Background: an optimization exercise with open tools, aiming at small area and a short achievable clock period. Do not read the settings as production practice.
Where RTL was checked, it was by simulation tests only, not by an equivalence proof against the original.

==> run P <==
==> flow/design.v (excerpt) <==
module iir(
    input signed [31:0] x,
    input clk,
    input reset,
    output signed [31:0] y
    );
export LEC_CHECK = 0
export CAP_MARGIN = 20
export CORE_MARGIN = 2
export CORE_UTILIZATION = 70
export SETUP_SLACK_MARGIN = 4
export SLEW_MARGIN = 20
export SYNTH_HIERARCHICAL = 1
create_clock -name core_clock -period 11.0 [get_ports {clk}]
standard.sh (not shown) runs the stock make flow with config.mk's settings and CLKGATE_MAP_FILE= SYNTH_SCRIPT=/design/flow/synth_recipe.tcl, a recipe that flattens the netlist after the stock synthesis.
==> flow/flow/run.sh <==
#!/bin/bash
# The standard ORFS layout with extra make settings:
#   BUFFER_PORTS_ARGS="-buffer_cell sky130_fd_sc_hd__buf_2" ABC_LOAD_IN_FF=1 CTS_ARGS="-sink_clustering_enable -repair_clock_nets -dont_use_dummy_load -buf_list sky130_fd_sc_hd__clkbuf_4"
# Each ORFS step keeps its full log under orfs/logs; make's own output goes to flow.log.
set -o pipefail
bash standard.sh BUFFER_PORTS_ARGS="-buffer_cell sky130_fd_sc_hd__buf_2" ABC_LOAD_IN_FF=1 CTS_ARGS="-sink_clustering_enable -repair_clock_nets -dont_use_dummy_load -buf_list sky130_fd_sc_hd__clkbuf_4" finish > flow.log 2>&1
==> inputs of run B, as changes to run P <==
==> flow/flow/run.sh (replaced) <==
#!/bin/bash
# The standard ORFS layout with extra make settings:
#   BUFFER_PORTS_ARGS="-buffer_cell sky130_fd_sc_hd__buf_2" ABC_LOAD_IN_FF=1 SETUP_MOVE_SEQUENCE=sizeup,swap CTS_ARGS="-sink_clustering_enable -repair_clock_nets -dont_use_dummy_load -buf_list sky130_fd_sc_hd__clkbuf_4"
# Each ORFS step keeps its full log under orfs/logs; make's own output goes to flow.log.
set -o pipefail
bash standard.sh BUFFER_PORTS_ARGS="-buffer_cell sky130_fd_sc_hd__buf_2" ABC_LOAD_IN_FF=1 SETUP_MOVE_SEQUENCE=sizeup,swap CTS_ARGS="-sink_clustering_enable -repair_clock_nets -dont_use_dummy_load -buf_list sky130_fd_sc_hd__clkbuf_4" finish > flow.log 2>&1
Settings changed: SETUP_SLACK_MARGIN 4 to 4.2.
==> inputs of run Y, as changes to run P <==
Settings changed: SETUP_SLACK_MARGIN 4 to 4.1, TNS_END_PERCENT set to 0.
==> inputs of run Z, as changes to run P <==
==> flow/flow/run.sh (replaced) <==
#!/bin/bash
# The standard ORFS layout with extra make settings:
#   BUFFER_PORTS_ARGS="-buffer_cell sky130_fd_sc_hd__buf_2" ABC_LOAD_IN_FF=1 SETUP_MOVE_SEQUENCE=sizeup,swap CTS_ARGS="-sink_clustering_enable -repair_clock_nets -dont_use_dummy_load -buf_list sky130_fd_sc_hd__clkbuf_4"
# Each ORFS step keeps its full log under orfs/logs; make's own output goes to flow.log.
set -o pipefail
bash standard.sh BUFFER_PORTS_ARGS="-buffer_cell sky130_fd_sc_hd__buf_2" ABC_LOAD_IN_FF=1 SETUP_MOVE_SEQUENCE=sizeup,swap CTS_ARGS="-sink_clustering_enable -repair_clock_nets -dont_use_dummy_load -buf_list sky130_fd_sc_hd__clkbuf_4" finish > flow.log 2>&1
Settings changed: SETUP_SLACK_MARGIN 4 to 4.0.
==> results.txt <==
Setup slack: run Z < run P < run Y < run B.
In critical path depth, run P and run Z do not differ.
Global-route usage: run Y is lower than run B (0.28 points).
In final cell count, run P and run Z hardly differ.
Of run Y and run P, run Y has the higher wire length (gap 0.34%, measured against run P).
Sequential share of layout area is the same in run P and run Z.
==> figures <==
Run status: run Y timing/DRC/antenna clean; run Z timing/DRC/antenna clean; run B timing/DRC/antenna clean; run P timing/DRC/antenna clean
Most Frequent Cell on Critical Path: run Y o21ai_1; run Z o21ai_1; run B -; run P o21ai_1
Portion of the layout cell area used by non-clock buffers: run Y 0.0486; run Z 0.0447; run B 0.0421; run P 0.0457
Share of post-route cells with drive strength above 1: run Y 0.124; run Z 0.119; run B 0.214; run P 0.118
Multi-input gate share of the layout cell area: run Y 0.664; run Z 0.668; run B 0.687; run P 0.667
Worst-Skew Late Latency: run Y 0.42 ns; run Z 0.41 ns; run B 0.42 ns; run P 0.41 ns
Aggregate global-route resource usage: run Y 0.331; run Z 0.331; run B 0.334; run P 0.331
Wire length of the first global-routing pass: run Y 26000 µm; run Z 25900 µm; run B 26200 µm; run P 25900 µm
Post-route minimum period: run Y 6.89 ns; run Z 6.91 ns; run B 6.86 ns; run P 6.90 ns
Vias in the first global route: run Y 5479; run Z 5473; run B 5544; run P 5473
Non-Filler Instances: run Y 918; run Z 914; run B 914; run P 915
Area of all placed cells without fillers: run Y 7470 µm²; run Z 7450 µm²; run B 7910 µm²; run P 7450 µm²
Amount of wire on met3 after detailed routing: run Y 632 µm; run Z 784 µm; run B 702 µm; run P 677 µm
No functional check of the RTL was part of any run of this note.

* * *

==> build 30 <==
Another version of the RTL of iir (not shown whole).
export LEC_CHECK = 0
export CAP_MARGIN = 20
export CORE_MARGIN = 2
export CORE_UTILIZATION = 40
export SETUP_SLACK_MARGIN = 2
export SLEW_MARGIN = 20
export SYNTH_HIERARCHICAL = 1
create_clock -name core_clock -period 11.0 [get_ports {clk}]
==> flow/flow/run.sh <==
#!/bin/bash
# The standard ORFS layout with extra make settings:
#   BUFFER_PORTS_ARGS="-buffer_cell sky130_fd_sc_hd__buf_2"
# Each ORFS step keeps its full log under orfs/logs; make's own output goes to flow.log.
set -o pipefail
bash standard.sh BUFFER_PORTS_ARGS="-buffer_cell sky130_fd_sc_hd__buf_2" finish > flow.log 2>&1
==> trial 80 (differences from build 30) <==
--- a/flow/config.mk
+++ b/flow/config.mk
@@ -9,5 +9,5 @@
 export CORE_MARGIN = 2
 export CORE_UTILIZATION = 40
-export SETUP_SLACK_MARGIN = 2
+export SETUP_SLACK_MARGIN = 3
 export SLEW_MARGIN = 20
 export SYNTH_HIERARCHICAL = 1
==> notes <==
- Via count is the same in build 30 and trial 80.
- In critical path depth, trial 80 and build 30 do not differ.
- In maximum frequency, trial 80 and build 30 do not differ.
Function was not checked in any run of this note: the RTL went through the layout flow alone.

* * *

==> 09-12 <==
iir, a different RTL version from the one above (not shown whole).
==> flow/config.mk <==
export PLATFORM = sky130hd
export DESIGN_NAME = iir
export DESIGN_NICKNAME = iir
export VERILOG_FILES = /design/flow/design.v
export SDC_FILE = /design/flow/constraint.sdc
export NUM_CORES = 4
export LEC_CHECK = 0
export CAP_MARGIN = 20
export CORE_MARGIN = 2
export CORE_UTILIZATION = 40
export SETUP_SLACK_MARGIN = 4.5
export SLEW_MARGIN = 20
export SYNTH_HIERARCHICAL = 1
==> flow/constraint.sdc <==
create_clock -name core_clock -period 11.0 [get_ports {clk}]
set_input_delay 2.2000 -clock core_clock [delete_from_list [all_inputs] [get_ports {clk}]]
set_output_delay 2.2000 -clock core_clock [all_outputs]
set_load 0.01 [all_outputs]
Scripts as last shown in full above: flow/flow/run.sh
==> 10-03: changes against 09-12 <==
- SETUP_SLACK_MARGIN: 4.5 -> 4
==> 09-28: changes against 09-12 <==
- CORE_UTILIZATION: 40 -> 80
- SETUP_SLACK_MARGIN: 4.5 -> 3
==> qor summary <==
metric                                                                                 10-03       09-28       09-12
Maximum fanout count along the critical path                                               4           5           4
Worst setup path startpoint                                                             x[3]        x[8]       x[10]
Post-place setup slack                                                               3580 ps     3760 ps     3720 ps
Clock input transition at the sequential cells of the worst setup and hold paths       50 ps       80 ps       50 ps
Cell area reported after detailed placement                                        7550 um^2   7400 um^2   7720 um^2
Final-layout worst hold slack                                                         457 ps      463 ps      453 ps
Count of inserted tapcells                                                               225         108         225
WL met2                                                                              8160 um     8870 um     8580 um
Status                                                              timing/DRC/antenna clean  timing/DRC/antenna clean  timing/DRC/antenna clean
Total number of vias                                                                    4866        5164        5012
Initial standard-cell utilization of the core                                          40.6%       81.3%       40.6%
Core Util, Final                                                                       49.3%       89.0%       54.5%
Global Route met1 Usage                                                                25.0%       46.5%       26.1%
Sum of routed wire length over all layers                                           16400 um    17000 um    17100 um
Clock period minus final worst setup slack                                           7080 ps     7320 ps     7040 ps

* * *

==> v19 <==
iir, a different RTL version from the one above (not shown whole).
clock: 11.0 ns
lec_check: 0
abc_area: 1
cap_margin: 20
core_margin: 2
core_utilization: 40
setup_slack_margin: 3
slew_margin: 20
run.sh (not shown) runs the stock make flow with config.mk's settings and CLKGATE_MAP_FILE= SYNTH_SCRIPT=/design/flow/synth_recipe.tcl, a recipe that flattens the netlist after the stock synthesis.
Stock flow here: none of the scripts above is used.
==> v32 (differences from v19) <==
==> flow/flow/run.sh (new file) <==
#!/bin/bash
# The standard ORFS layout with extra make settings:
#   BUFFER_PORTS_ARGS="-buffer_cell sky130_fd_sc_hd__buf_2"
# Each ORFS step keeps its full log under orfs/logs; make's own output goes to flow.log.
set -o pipefail
bash standard.sh BUFFER_PORTS_ARGS="-buffer_cell sky130_fd_sc_hd__buf_2" finish > flow.log 2>&1
==> flow/standard.sh (new file) <==
#!/bin/bash
# synth_recipe.tcl (not shown) runs the flow's synth.tcl, then flattens the netlist and writes it again
# the make line also repeats each setting of config.mk as NAME=value (left out here)
make -C /OpenROAD-flow-scripts/flow DESIGN_CONFIG=/design/flow/config.mk WORK_HOME=/design/flow/orfs CLKGATE_MAP_FILE= SYNTH_SCRIPT=/design/flow/synth_recipe.tcl "${@:-finish}"
removed: flow/run.sh
==> summary of the runs <==
- Non-clock buffer count: v19 is higher than v32 (3).
- Of v19 and v32, v19 has the higher global-route usage (gap 0.65 points).
- Between v32 and v19, the lower worst hold slack is in v32 (gap 4.3 ps).
- Count of clock-buffer cells in the layout: v19 is lower than v32 (5).
- Register-to-register slack is about the same in v32 and v19.
- In flip-flop and latch count, v32 and v19 do not differ.
- Final area: v32 is lower than v19 (5.1%).
No run of this note included a check of the RTL's function; only the layout flow was run.

* * *

==> run a: inputs <==
Another version of the RTL of iir (not shown whole).
export LEC_CHECK = 0
export CAP_MARGIN = 20
export CORE_MARGIN = 2
export CORE_UTILIZATION = 70
export SETUP_SLACK_MARGIN = 4
export SLEW_MARGIN = 20
export SYNTH_HIERARCHICAL = 1
create_clock -name core_clock -period 11.0 [get_ports {clk}]
standard.sh (not shown) runs the stock make flow with config.mk's settings and CLKGATE_MAP_FILE= SYNTH_SCRIPT=/design/flow/synth_recipe.tcl, a recipe that flattens the netlist after the stock synthesis.
==> flow/flow/run.sh <==
#!/bin/bash
# The standard ORFS layout with three extra make settings:
#  - the port buffers are buf_2 cells instead of the delay cells that
#    buffer_ports picks by default;
#  - ABC maps the small leaf modules for a 1 fF load, so they start at the
#    smallest drive strength and the resizer upsizes only what timing needs;
#  - clock tree synthesis adds no dummy loads (its default arguments
#    otherwise).
# Each ORFS step keeps its full log under orfs/logs; make's own output goes
# to flow.log.
set -o pipefail
bash standard.sh BUFFER_PORTS_ARGS="-buffer_cell sky130_fd_sc_hd__buf_2" ABC_LOAD_IN_FF=1 \
  CTS_ARGS="-sink_clustering_enable -repair_clock_nets -dont_use_dummy_load" finish > flow.log 2>&1
==> run b: changes against run a <==
==> flow/flow/run.sh (replaced) <==
#!/bin/bash
# The standard ORFS layout with extra make settings:
#   BUFFER_PORTS_ARGS="-buffer_cell sky130_fd_sc_hd__buf_2" ABC_LOAD_IN_FF=1 CTS_ARGS="-sink_clustering_enable -repair_clock_nets -dont_use_dummy_load -buf_list sky130_fd_sc_hd__clkbuf_4"
# Each ORFS step keeps its full log under orfs/logs; make's own output goes to flow.log.
set -o pipefail
bash standard.sh BUFFER_PORTS_ARGS="-buffer_cell sky130_fd_sc_hd__buf_2" ABC_LOAD_IN_FF=1 CTS_ARGS="-sink_clustering_enable -repair_clock_nets -dont_use_dummy_load -buf_list sky130_fd_sc_hd__clkbuf_4" finish > flow.log 2>&1
==> run c: changes against run a <==
==> flow/flow/run.sh (replaced) <==
#!/bin/bash
# The standard ORFS layout with extra make settings:
#   BUFFER_PORTS_ARGS="-buffer_cell sky130_fd_sc_hd__buf_2" ABC_LOAD_IN_FF=1 CTS_ARGS="-sink_clustering_enable -repair_clock_nets -dont_use_dummy_load"
# Each ORFS step keeps its full log under orfs/logs; make's own output goes to flow.log.
set -o pipefail
bash standard.sh BUFFER_PORTS_ARGS="-buffer_cell sky130_fd_sc_hd__buf_2" ABC_LOAD_IN_FF=1 CTS_ARGS="-sink_clustering_enable -repair_clock_nets -dont_use_dummy_load" finish > flow.log 2>&1
==> results.txt <==
| metric | run c | run a | run b |
|---|---|---|---|
| Result of the run | complete, no violations | complete, no violations | complete, no violations |
| Setup skew after layout | 0.00907 ns | 0.00907 ns | 0.0172 ns |
| Met3 global-route usage | 5.61% | 5.61% | 6.36% |
| Fraction of area in clock buffers and inverters | 1.65% | 1.65% | 0.909% |
| Reg-to-reg startpoint | s1[5]$_DFF_PP0_ | s1[5]$_DFF_PP0_ | s1[3]$_DFF_PP0_ |
| Transition time at the pin with the least slew margin | 0.855 ns | 0.855 ns | 0.856 ns |
| Flop2flop setup slack | 5.82 ns | 5.82 ns | 5.81 ns |
| Register fraction of the total cell area | 21.3% | 21.3% | 21.6% |
| Slew margin rel. | 43.0% | 43.0% | 42.9% |
| Data arrival time at the worst-slack endpoint | 4.71 ns | 4.71 ns | 4.76 ns |
| Routed length on met3 | 693 um | 693 um | 704 um |
| Finished Cell Area | 0.00750 sq mm | 0.00750 sq mm | 0.00743 sq mm |
| Hold Worst Slack | 0.471 ns | 0.471 ns | 0.477 ns |
| Max Fclk | 145 MHz | 145 MHz | 144 MHz |
| Area taken by multi-input logic gates | 0.00501 sq mm | 0.00501 sq mm | 0.00500 sq mm |

* * *

==> inputs of wip/maple <==
RTL: one of the versions met above, not the one the previous note started from.
clock: 11.0 ns
lec_check: 0
cap_margin: 20
core_margin: 2
core_utilization: 65
setup_slack_margin: 3
slew_margin: 20
synth_hierarchical: 1
==> flow/flow/run.sh <==
#!/bin/bash
# The standard ORFS layout with extra make settings:
#   BUFFER_PORTS_ARGS="-buffer_cell sky130_fd_sc_hd__buf_2"
# Each ORFS step keeps its full log under orfs/logs; make's own output goes to flow.log.
set -o pipefail
bash standard.sh BUFFER_PORTS_ARGS="-buffer_cell sky130_fd_sc_hd__buf_2" finish > flow.log 2>&1
==> wip/garnet (differences from wip/maple) <==
==> flow/flow/run.sh (replaced) <==
#!/bin/bash
# The standard ORFS layout, with the port buffers made from buf_2 cells
# instead of the delay cells buffer_ports picks by default.  Each ORFS step
# keeps its full log under orfs/logs; make's own output goes to flow.log.
set -o pipefail
bash standard.sh BUFFER_PORTS_ARGS="-buffer_cell sky130_fd_sc_hd__buf_2" finish > flow.log 2>&1
--- a/flow/config.mk
+++ b/flow/config.mk
@@ -8,5 +8,5 @@
 export CAP_MARGIN = 20
 export CORE_MARGIN = 2
-export CORE_UTILIZATION = 65
+export CORE_UTILIZATION = 40
 export SETUP_SLACK_MARGIN = 3
 export SLEW_MARGIN = 20
==> results.json <==
{
  "area_share_clock_buf_inv_pct": 3.128,
  "root_buffer": "clkbuf_8",
  "drive_gt1_share_pct": 15.89,
  "max_clock_freq_ghz": 0.1370,
  "status": "timing/DRC/antenna clean",
  "clk_latency_ns": 0.37,
  "area_share_nonclk_buffers_pct": 4.334,
  "coreArea_um2": 10370,
  "utilization_pct": 74.06,
  "tightest_slew_ns": 0.8366
}
Source of the figures above: wip/maple

==> results.json <==
{
  "status": "timing/DRC/antenna clean",
  "area_share_nonclk_buffers_pct": 4.236,
  "coreArea_um2": 17120,
  "drive_gt1_share_pct": 15.77,
  "nFlopsAndLatches": 64,
  "critPathMaxStageDelay_ns": 0.46,
  "tightest_slew_ns": 0.8672,
  "utilization_pct": 45.91,
  "root_buffer": "clkbuf_16"
}
Source of the figures above: wip/garnet

[afterwards: timing with drivers on the ports]
No port has a modelled driver above. Below, the same layouts with a new extraction and two added sets of constraints. Step 1 assumes that a clkbuf_16 drives the clock port and a buf_2 every other input. Step 2 moves the port delays by t, midway between the first and last clock arrival at a register: inputs arrive t later, outputs are due t later. That takes back most of the time a late clock gives input paths. Three values: no drivers, after step 1, after step 2; two values: the first two.
run	t, ns	slack for setup (ns)	hold slack, ns	slew at the worst register clock pin (ns)
run P of note 1	0.429	4.103 / 4.078 / 3.889	0.493 / 0.493 / 0.493	0.11 / 0.11
run B of note 1	0.436	4.143 / 4.121 / 3.988	0.497 / 0.497 / 0.497	0.11 / 0.11
run Y of note 1	0.441	4.113 / 4.091 / 3.871	0.493 / 0.493 / 0.493	0.11 / 0.11
run Z of note 1	0.432	4.089 / 4.064 / 3.891	0.498 / 0.498 / 0.498	0.11 / 0.11
build 30	0.381	3.596 / 3.576 / 3.576	0.469 / 0.469 / 0.469	0.06 / 0.06
trial 80	0.381	3.596 / 3.576 / 3.576	0.469 / 0.469 / 0.469	0.06 / 0.06
09-12	0.377	3.956 / 3.907 / 3.907	0.453 / 0.453 / 0.453	0.06 / 0.06
10-03	0.381	3.917 / 3.897 / 3.815	0.457 / 0.457 / 0.457	0.05 / 0.05
09-28	0.385	3.681 / 3.662 / 3.658	0.463 / 0.463 / 0.463	0.09 / 0.09
v19	0.383	3.153 / 3.130 / 3.130	0.463 / 0.463 / 0.463	0.06 / 0.06
v32	0.383	3.640 / 3.618 / 3.618	0.459 / 0.459 / 0.459	0.06 / 0.06
run a of note 5	0.377	4.094 / 4.075 / 3.965	0.471 / 0.471 / 0.471	0.07 / 0.07
run b of note 5	0.458	4.041 / 4.022 / 3.965	0.477 / 0.477 / 0.477	0.11 / 0.11
run c of note 5	0.377	4.094 / 4.075 / 3.965	0.471 / 0.471 / 0.471	0.07 / 0.07
wip/maple	0.403	3.702 / 3.683 / 3.683	0.453 / 0.453 / 0.453	0.08 / 0.08
wip/garnet	0.382	3.598 / 3.577 / 3.577	0.457 / 0.457 / 0.457	0.05 / 0.05
After both steps setup and hold are still met in every run listed. The setup slack of run Y of note 1, which loses most, moves by -0.022 ns with the drivers and by -0.242 ns with both steps.
